Background: an optimization exercise with open tools, aiming at small area. Do not read the settings as production practice. In this exercise RTL edits were held to simulation tests only and were not proved equivalent to the original. The flow treats the clock pin as an ideal source, which a real chip does not have. No activity file was given, so power comes from the tool's default toggle rates.

Design axi_stream_insert_header_1, start of the top module:
module axi_stream_insert_header_1 #(
parameter DATA_WD = 32,
parameter DATA_BYTE_WD = DATA_WD / 8,
parameter BYTE_CNT_WD = $clog2(DATA_BYTE_WD)
) (
input clk,
input rst_n,
input valid_in,
input [DATA_WD-1 : 0] data_in,
input [DATA_BYTE_WD-1 : 0] keep_in,
input last_in,
output ready_in,
output valid_out,
output [DATA_WD-1 : 0] data_out,
output [DATA_BYTE_WD-1 : 0] keep_out,
output last_out,
input ready_out,
input valid_insert,
input [DATA_WD-1 : 0] data_insert,
input [DATA_BYTE_WD-1 : 0] keep_insert,
input [BYTE_CNT_WD-1: 0] byte_insert_cnt,
output ready_insert
);
Size in the first run: roughly 120 I/O pins, ~0.0058 mm² of cells after synthesis.
Settings: LEC_CHECK=0, CAP_MARGIN=20, CORE_MARGIN=2, CORE_UTILIZATION=40, SLEW_MARGIN=20, SYNTH_HIERARCHICAL=1; clock period 5.0 ns.
standard.sh (not shown) runs the stock make flow with config.mk's settings and CLKGATE_MAP_FILE= SYNTH_SCRIPT=/design/flow/synth_recipe.tcl, a recipe that flattens the netlist after the stock synthesis.
==> flow/flow/run.sh <==
#!/bin/bash
# The standard layout (standard.sh), with two changes: the port buffers
# are buf_1 instead of the default pick, and CTS uses clkbuf_8 with no dummy
# loads. All of make's output goes to make.log; ORFS keeps each step's log
# under orfs/logs.
set -euo pipefail
export BUFFER_PORTS_ARGS="-buffer_cell sky130_fd_sc_hd__buf_1"
export CTS_ARGS="-sink_clustering_enable -repair_clock_nets -dont_use_dummy_load -buf_list sky130_fd_sc_hd__clkbuf_8"
bash standard.sh > make.log 2>&1
The first run finished clean.
==> next run, changes <==
==> flow/run.sh (new file) <==
#!/bin/bash
# synth_recipe.tcl (not shown) runs the flow's synth.tcl, then flattens the netlist and writes it again
# the make line also repeats each setting of config.mk as NAME=value (left out here)
make -C /OpenROAD-flow-scripts/flow DESIGN_CONFIG=/design/flow/config.mk WORK_HOME=/design/flow/orfs CLKGATE_MAP_FILE= SYNTH_SCRIPT=/design/flow/synth_recipe.tcl finish
removed: flow/flow/run.sh
removed: flow/standard.sh
The new run ran to the end with no violations. Non-clock buffer count goes up by 4. Power goes up by 23%. Core utilization goes up by 7.6 points. Register-to-register slack gains 0.24 ns. Setup slack loses 0.21 ns. Sequential power stays flat.


Another version of the RTL of axi_stream_insert_header_1 (not shown whole).
For scale: about 150 flip-flops, about 120 I/O pins, ~6600 sq um of cells after synthesis.
==> flow/config.mk <==
export PLATFORM = sky130hd
export DESIGN_NAME = axi_stream_insert_header_1
export DESIGN_NICKNAME = axi_stream_insert_header_1
export VERILOG_FILES = /design/flow/design.v
export SDC_FILE = /design/flow/constraint.sdc
export NUM_CORES = 4
export LEC_CHECK = 0
export CAP_MARGIN = 20
export CORE_MARGIN = 2
export CORE_UTILIZATION = 40
export SLEW_MARGIN = 20
==> flow/constraint.sdc <==
create_clock -name core_clock -period 5.0 [get_ports {clk}]
set_input_delay 1.0000 -clock core_clock [delete_from_list [all_inputs] [get_ports {clk}]]
set_output_delay 1.0000 -clock core_clock [all_outputs]
set_load 0.01 [all_outputs]
==> flow/flow/run.sh <==
#!/bin/bash
set -euo pipefail
export BUFFER_PORTS_ARGS="-buffer_cell sky130_fd_sc_hd__buf_1"
export CTS_ARGS="-sink_clustering_enable -repair_clock_nets -dont_use_dummy_load -buf_list sky130_fd_sc_hd__clkbuf_8 -sink_clustering_size 20"
bash standard.sh > make.log 2>&1
The first run completed with no timing, DRC or antenna violations.
==> next run, changes <==
==> flow/run.sh (new file) <==
#!/bin/bash
# synth_recipe.tcl (not shown) runs the flow's synth.tcl, then flattens the netlist and writes it again
# the make line also repeats each setting of config.mk as NAME=value (left out here)
make -C /OpenROAD-flow-scripts/flow DESIGN_CONFIG=/design/flow/config.mk WORK_HOME=/design/flow/orfs CLKGATE_MAP_FILE= SYNTH_SCRIPT=/design/flow/synth_recipe.tcl finish
removed: flow/flow/run.sh
removed: flow/standard.sh
- The new run passed the timing, design-rule and antenna checks
- fmax goes down by about a fifth
- die area stays the same
- global-route usage goes down by 0.21 points
- power goes up by a quarter to a third
- final cell count goes up slightly
- final area goes up by about a fifth
- clock-buffer cell count stays the same
- synthesized area is unchanged
- sequential share of layout area goes down by 7.1 points


maple:
axi_stream_insert_header_1, a different RTL version from the one above (not shown whole).
Size in the first run: about 480 cells after synthesis, ~120 I/O pins, ~5600 um2 of cells after synthesis.
==> flow/config.mk <==
export PLATFORM = sky130hd
export DESIGN_NAME = axi_stream_insert_header_1
export DESIGN_NICKNAME = axi_stream_insert_header_1
export VERILOG_FILES = /design/flow/design.v
export SDC_FILE = /design/flow/constraint.sdc
export NUM_CORES = 4
export LEC_CHECK = 0
export CAP_MARGIN = 20
export CORE_MARGIN = 2
export CORE_UTILIZATION = 65
export PLACE_DENSITY = 0.8
export SLEW_MARGIN = 20
export SYNTH_HIERARCHICAL = 1
==> flow/constraint.sdc <==
create_clock -name core_clock -period 5.0 [get_ports {clk}]
set_input_delay 1.0000 -clock core_clock [delete_from_list [all_inputs] [get_ports {clk}]]
set_output_delay 1.0000 -clock core_clock [all_outputs]
set_load 0.01 [all_outputs]
==> flow/flow/run.sh <==
#!/bin/bash
# The standard layout (standard.sh) with these changes:
#  - the port buffers are buf_1 instead of the default pick;
#  - CTS builds its tree from clkbuf_4 (root clkbuf_8) with no dummy loads,
#    and post_cts.tcl upsizes leaf buffers whose slew is high.
# make's output goes to make.log; ORFS keeps each step's log under orfs/logs.
set -euo pipefail
export BUFFER_PORTS_ARGS="-buffer_cell sky130_fd_sc_hd__buf_1"
export CTS_ARGS="-sink_clustering_enable -repair_clock_nets -dont_use_dummy_load -root_buf sky130_fd_sc_hd__clkbuf_8 -buf_list sky130_fd_sc_hd__clkbuf_4"
export POST_CTS_TCL="$(pwd)/flow/post_cts.tcl"
bash standard.sh > make.log 2>&1
==> flow/flow/post_cts.tcl <==
estimate_parasitics -placement
set upsized 0
foreach inst [get_cells *] {
  if {[get_property $inst ref_name] == "sky130_fd_sc_hd__clkbuf_4"} {
    set pin [get_pins [get_full_name $inst]/X]
    if {[get_property $pin slew_max] > 0.110} {
      replace_cell [get_full_name $inst] sky130_fd_sc_hd__clkbuf_8
      incr upsized
    }
  }
}
puts "post_cts: upsized $upsized clock buffers"
if {$upsized > 0} {
  detailed_placement
  check_placement -verbose
  estimate_parasitics -placement
}
Changes in pine relative to maple:
- swapping 65 for 40 in CORE_UTILIZATION
- clearing PLACE_DENSITY, which used to be 0.8
--- a/flow/flow/post_cts.tcl
+++ b/flow/flow/post_cts.tcl
@@ -4,5 +4,5 @@
   if {[get_property $inst ref_name] == "sky130_fd_sc_hd__clkbuf_4"} {
     set pin [get_pins [get_full_name $inst]/X]
-    if {[get_property $pin slew_max] > 0.110} {
+    if {[get_property $pin slew_max] > 0.115} {
       replace_cell [get_full_name $inst] sky130_fd_sc_hd__clkbuf_8
       incr upsized
### Flow results
maple -> pine: final routed DRC violation total delta 0, exact match. Combinational power share | pine above maple. Going from maple to pine, post-route met1 wirelength now sits higher; wire length of the first global-routing pass went up by about 1.5%; routed via count now sits lower; layout overhead on the synthesized area increased 1.7 points. Of pine and maple, it is pine that has the higher layout cell share with drive strength beyond 1.


Another version of the RTL of axi_stream_insert_header_1 (not shown whole).
For scale: ~480 cells after synthesis, ~150 flip-flops, roughly 120 I/O pins, about 5700 um^2 of cells after synthesis.
Settings: LEC_CHECK=0, CAP_MARGIN=20, CORE_MARGIN=2, CORE_UTILIZATION=40, SLEW_MARGIN=20, SYNTH_HIERARCHICAL=1; clock period 5.0 ns.
==> flow/flow/post_cts.tcl <==
estimate_parasitics -placement
set upsized 0
foreach inst [get_cells *] {
  if {[get_property $inst ref_name] == "sky130_fd_sc_hd__clkbuf_4"} {
    set pin [get_pins [get_full_name $inst]/X]
    if {[get_property $pin slew_max] > 0.115} {
      replace_cell [get_full_name $inst] sky130_fd_sc_hd__clkbuf_8
      incr upsized
    }
  }
}
puts "post_cts: upsized $upsized clock buffers"
if {$upsized > 0} {
  detailed_placement
  check_placement -verbose
  estimate_parasitics -placement
}
Scripts as last shown in full above: flow/flow/run.sh
Then changed:
--- a/flow/flow/post_cts.tcl
+++ b/flow/flow/post_cts.tcl
@@ -6 +6 @@
-    if {[get_property $pin slew_max] > 0.115} {
+    if {[get_property $pin slew_max] > 0.100} {
Result: The new run passed the timing, design-rule and antenna checks. Setup slack improved by 0.0063 ns. Worst hold slack gets worse by 0.0084 ns. Critical path depth is unchanged. Non-clock buffer count stays the same. Area after synthesis is unchanged. Synthesized cell count is unchanged. First-iteration DRC count came out lower by 2.8%. Total power is higher by 2.8%. Routed wire length stays flat. Count of clock-buffer cells in the layout does not change. Core utilization rises by 0.36 points.
Then changed:
--- a/flow/flow/post_cts.tcl
+++ b/flow/flow/post_cts.tcl
@@ -6 +6 @@
-    if {[get_property $pin slew_max] > 0.100} {
+    if {[get_property $pin slew_max] > 0.115} {
- CAP_MARGIN: 20 -> 0
- SLEW_MARGIN: 20 -> 0
Routed wire length shrinks slightly.
Cell count stays the same.
Utilization shrinks by 0.37 points.
Via count grows slightly.
Final area shrinks slightly.
Sequential share of layout area grows by 0.36 points.
Die area stays the same.


JK:
axi_stream_insert_header_1, a different RTL version from the one above (not shown whole).
Size: ~470 cells after synthesis, roughly 150 flip-flops.
clock: 5.0 ns
lec_check: 0
cap_margin: 20
core_margin: 2
core_utilization: 40
gpl_timing_driven: 0
slew_margin: 20
synth_hierarchical: 1
==> flow/flow/post_cts.tcl <==
estimate_parasitics -placement
set upsized 0
foreach inst [get_cells *] {
  if {[get_property $inst ref_name] == "sky130_fd_sc_hd__clkbuf_4"} {
    set pin [get_pins [get_full_name $inst]/X]
    if {[get_property $pin slew_max] > 0.110} {
      replace_cell [get_full_name $inst] sky130_fd_sc_hd__clkbuf_8
      incr upsized
    }
  }
}
puts "post_cts: upsized $upsized clock buffers"
if {$upsized > 0} {
  detailed_placement
  check_placement -verbose
  estimate_parasitics -placement
}
Scripts as last shown in full above: flow/flow/run.sh
JK completed every stage of the flow, and the final layout passed the timing, design-rule and antenna checks.
Modified inputs, MS compared to JK
- removing GPL_TIMING_DRIVEN (formerly 0)
--- outcome ---
Diff JK and MS: worst setup slack lower in JK. Diff JK -> MS: total power now smaller; maximum fanout along the worst path fell about 65%; portion of the clock cycle consumed by the worst path in the final layout now sits lower; worst hold slack did not really move; total wire length after detailed routing down about 1%. Higher final-layout fill cell count among JK and MS: MS. In the tables for JK and MS, total routing usage reported by global routing reads lower with MS. The master of the slowest instance on the critical path comes out o21a_1 in one run and inv_2 in the other, namely in MS and JK respectively. Comparing JK and MS, the higher critical path depth was measured on JK.

## re-timing with driven ports
No port has a modelled driver above. Below, the same layouts with a new extraction and two added sets of constraints. Step 1: set_driving_cell puts a clkbuf_16 on clk and a buf_2 on each other input, an assumption about the parent block. Step 2, shift: input delay + t, output delay - t, t = (earliest + latest rising clock arrival at the registers) / 2. This alone moves slack from input paths to output paths. a / b / c = ideal ports / drivers / drivers and shift; a / b = the first two.
| run | shift t [ns] | setup WS [ns] | worst setup path at the end |
|---|---|---|---|
| the first run of note 1 | 0.481 | 1.495 / 1.439 / 1.260 | input to register |
| the second run of note 1 | 0.465 | 1.285 / 1.263 / 1.263 | input to output |
| the first run of note 2 | 0.468 | 1.929 / 1.900 / 1.708 | input to register |
| the second run of note 2 | 0.472 | 1.166 / 1.131 / 1.131 | input to output |
| maple | 0.443 | 1.796 / 1.800 / 1.357 | input to register |
| pine | 0.452 | 1.897 / 1.910 / 1.459 | input to register |
| the first run of note 4 | 0.448 | 1.736 / 1.712 / 1.488 | input to register |
| the second run of note 4 | 0.460 | 1.742 / 1.718 / 1.528 | input to register |
| the third run of note 4 | 0.445 | 1.739 / 1.715 / 1.498 | input to register |
| JK | 0.460 | 1.450 / 1.460 / 1.001 | input to register |
| MS | 0.450 | 1.794 / 1.798 / 1.348 | input to register |
After both steps every run listed still meets setup and hold. For JK, which loses most, drivers alone change the setup slack by +0.010 ns; drivers and shift together by -0.449 ns.
